Source: an optimization exercise on an open RTL-to-GDS flow (aim: small area). Production flows keep margins and buffers that such runs may drop.

v19:
// CF_cross
module CF_cross
  #(
    parameter NPPC = 4,
    parameter DATA_WIDTH = 24,
    parameter POSITION_WIDTH = 12,
    parameter FFT_LENGTH = 64,
    parameter HEIGHT = 2160
    )
   (
    input [NPPC * DATA_WIDTH-1:0]  VIDEO_IN_tdata,
    input 			   VIDEO_IN_tvalid,
    input 			   VIDEO_IN_tuser,
    input 			   VIDEO_IN_tlast,
    output 			   VIDEO_IN_tready,
    input [POSITION_WIDTH - 1 : 0] xStart,
    input [POSITION_WIDTH - 1 : 0] yStart,
    output [NPPC * DATA_WIDTH-1:0] VIDEO_OUT_tdata,
    output 			   VIDEO_OUT_tvalid,
    output 			   VIDEO_OUT_tuser,
    output 			   VIDEO_OUT_tlast,
    input 			   VIDEO_OUT_tready,
    input 			   s_axis_video_aclk,
    input 			   s_axis_video_aresetn
    );
   reg [11:0] xPos;
   reg [11:0] yPos;
   wire [11:0] xNext;
   wire [11:0] yNext;
   always @(posedge s_axis_video_aclk) begin
      xPos <= xNext;
      yPos <= yNext;
   end
  ...
==> flow/config.mk <==
export PLATFORM = sky130hd
export DESIGN_NAME = CF_cross
export DESIGN_NICKNAME = CF_cross
export VERILOG_FILES = /design/flow/design.v
export SDC_FILE = /design/flow/constraint.sdc
export NUM_CORES = 4
export LEC_CHECK = 0
export CAP_MARGIN = 20
export CORE_MARGIN = 2
export CORE_UTILIZATION = 40
export CTS_BUF_LIST = sky130_fd_sc_hd__clkbuf_2 sky130_fd_sc_hd__clkbuf_4
export CTS_CLUSTER_SIZE = 8
export SLEW_MARGIN = 20
export SYNTH_HIERARCHICAL = 1
==> flow/constraint.sdc <==
create_clock -name core_clock -period 7.0 [get_ports {s_axis_video_aclk}]
set_input_delay 1.4000 -clock core_clock [delete_from_list [all_inputs] [get_ports {s_axis_video_aclk}]]
set_output_delay 1.4000 -clock core_clock [all_outputs]
set_load 0.01 [all_outputs]
standard.sh (not shown) runs the stock make flow with config.mk's settings and CLKGATE_MAP_FILE= SYNTH_SCRIPT=/design/flow/synth_recipe.tcl, a recipe that flattens the netlist after the stock synthesis.
==> flow/flow/run.sh <==
#!/bin/bash
# Standard ORFS layout (the standard.sh) with two changes:
#  - the port buffers that buffer_ports inserts use the smallest buffer cell;
#  - after floorplan, combinational cells are swapped for their smallest drive strength
#    (flow/downsize.tcl); the later repair steps upsize where timing needs it.
set -euo pipefail
here=$(pwd)
bash standard.sh "BUFFER_PORTS_ARGS=-buffer_cell sky130_fd_sc_hd__buf_1" \
  "POST_FLOORPLAN_TCL=$here/flow/downsize.tcl" finish > standard_flow.log 2>&1
==> flow/flow/downsize.tcl <==
# Swap every combinational cell for the smallest-area cell of the same family and function
# (drive strength only). Registers keep their cells. Later repair steps upsize where timing,
# slew or capacitance call for it.
set dont_use_pats $::env(DONT_USE_CELLS)
proc ds_dont_use { name pats } {
  foreach p $pats {
    if { [string match $p $name] } { return 1 }
  }
  return 0
}
set n_swapped 0
set saved 0.0
foreach inst [get_cells *] {
  set lc [get_lib_cells -of_objects $inst]
  if { $lc == "" } { continue }
  set name [get_name $lc]
  if { ![regexp {^(sky130_fd_sc_hd__[a-z0-9]+)_[0-9]+$} $name -> base] } { continue }
  # registers, latches, taps and fillers keep their cells
  if { [regexp {__(s?df|s?edf|dl|sdl|tap|fill|decap|conb|diode)} $name] } { continue }
  set best $lc
  set best_area [get_property $lc area]
  foreach e [get_lib_cells */${base}_*] {
    set en [get_name $e]
    if { ![regexp {^sky130_fd_sc_hd__[a-z0-9]+_[0-9]+$} $en] } { continue }
    if { [ds_dont_use $en $dont_use_pats] } { continue }
    set a [get_property $e area]
    if { $a < $best_area - 1e-6 && [sta::equiv_cells $lc $e] } {
      set best $e
      set best_area $a
    }
  }
  if { $best != $lc } {
    set saved [expr { $saved + [get_property $lc area] - $best_area }]
    replace_cell $inst $best
    incr n_swapped
  }
}
puts "downsize: swapped $n_swapped cells, saved [format %.1f $saved] um2"
Here is what was changed in the inputs of v24 compared with v19.
- CTS_CLUSTER_SIZE no longer set, was 8
==> flow/flow/downsize.tcl <==
# Swap every combinational cell for the smallest-area cell of the same function and pins
# (drive strength only). Registers keep their cells. Later repair steps upsize where timing,
# slew or capacitance call for it.
set dont_use_pats $::env(DONT_USE_CELLS)
proc ds_dont_use { name pats } {
  foreach p $pats {
    if { [string match $p $name] } { return 1 }
  }
  return 0
}
set n_swapped 0
set saved 0.0
foreach inst [get_cells *] {
  set lc [get_lib_cells -of_objects $inst]
  if { $lc == "" } { continue }
  if { [get_property $lc is_sequential] } { continue }
  set name [get_name $lc]
  if { ![string match "sky130_fd_sc_hd__*" $name] } { continue }
  if { [string match "*tap*" $name] || [string match "*fill*" $name] } { continue }
  set equivs [sta::equiv_cells $lc]
  if { $equivs == "" } { continue }
  set best $lc
  set best_area [get_property $lc area]
  foreach e $equivs {
    set en [get_name $e]
    if { [ds_dont_use $en $dont_use_pats] } { continue }
    if { ![string match "sky130_fd_sc_hd__*" $en] } { continue }
    set a [get_property $e area]
    if { $a < $best_area - 1e-6 } {
      set best $e
      set best_area $a
    }
  }
  if { $best != $lc } {
    set saved [expr { $saved + [get_property $lc area] - $best_area }]
    replace_cell $inst $best
    incr n_swapped
  }
}
puts "downsize: swapped $n_swapped cells, saved [format %.1f $saved] um2"
==> comparison <==
v24: aborted in floorplan (tool error). Re flop and latch count out of synthesis: no difference whatsoever between v19 and v24. Net count of the mapped netlist came out exactly the same in v24 and v19. From v19 to v24, share of flip-flops with an asynchronous set or reset did not move at all. Share of the synthesized netlist area taken by xor and xnor gates came out exactly the same in v24 and v19. Multiplexer fraction of the synthesized cell area: v24 vs v19 identical. Compound-gate portion of the synthesized area: v19 vs v24 identical. Reported for v24 and v19, number of distinct standard cells referenced by the synthesized netlist turned out identical to the last digit. Summary of v24 over v19: height of the die has remained practically unchanged, synthesized netlist cell count did not really move.
Input changes introduced in v56 (baseline for comparison: v24):
==> flow/flow/downsize.tcl <==
# Swap every combinational cell for the smallest-area cell of the same family and function
# (drive strength only). Registers keep their cells. Later repair steps upsize where timing,
# slew or capacitance call for it.
set dont_use_pats $::env(DONT_USE_CELLS)
proc ds_dont_use { name pats } {
  foreach p $pats {
    if { [string match $p $name] } { return 1 }
  }
  return 0
}
set n_swapped 0
set saved 0.0
foreach inst [get_cells *] {
  set lc [get_lib_cells -of_objects $inst]
  if { $lc == "" } { continue }
  set name [get_name $lc]
  if { ![regexp {^(sky130_fd_sc_hd__[a-z0-9]+)_[0-9]+$} $name -> base] } { continue }
  # registers, latches, taps and fillers keep their cells
  if { [regexp {__(s?df|s?edf|dl|sdl|tap|fill|decap|conb|diode)} $name] } { continue }
  set best $lc
  set best_area [get_property $lc area]
  foreach e [get_lib_cells */${base}_*] {
    set en [get_name $e]
    if { ![regexp {^sky130_fd_sc_hd__[a-z0-9]+_[0-9]+$} $en] } { continue }
    if { [ds_dont_use $en $dont_use_pats] } { continue }
    set a [get_property $e area]
    if { $a < $best_area - 1e-6 && [sta::equiv_cells $lc $e] } {
      set best $e
      set best_area $a
    }
  }
  if { $best != $lc } {
    set saved [expr { $saved + [get_property $lc area] - $best_area }]
    replace_cell $inst $best
    incr n_swapped
  }
}
puts "downsize: swapped $n_swapped cells, saved [format %.1f $saved] um2"
Results
v56: no failed stages, no open violations at the end. Diff v24 -> v56: starting utilization of the core area level, post-synthesis share of cell area spent on full adders, half adders and majority gates held steady, synthesized flop and latch total has remained practically unchanged, gate count after technology mapping barely changed.
Function was not checked in any run of this note: the RTL went through the layout flow alone.

afterwards: timing with drivers on the ports:
Ports are ideal in the flow. The routed layouts listed here were re-timed in OpenROAD.
Step 1: set_driving_cell puts a clkbuf_16 on s_axis_video_aclk and a buf_2 on each other input, an assumption about the parent block.
Step 2 also shifts input and output timing later by t, the mid clock arrival at the registers, as if the neighbouring blocks saw the same clock.
Slacks: no drivers / after step 1 / after step 2; pairs: no drivers / after step 1.
run	shift t [ns]	slack for setup (ns)	latest minus earliest clock arrival (ns)	worst slew at a driven data input, ns	cell pins on the clock port's net
v19	0.323	0.387 / 0.340 / 0.340	0.006 / 0.006	0.05	1
v56	0.323	0.387 / 0.340 / 0.340	0.006 / 0.006	0.05	1
After both steps setup and hold are still met in every run listed.
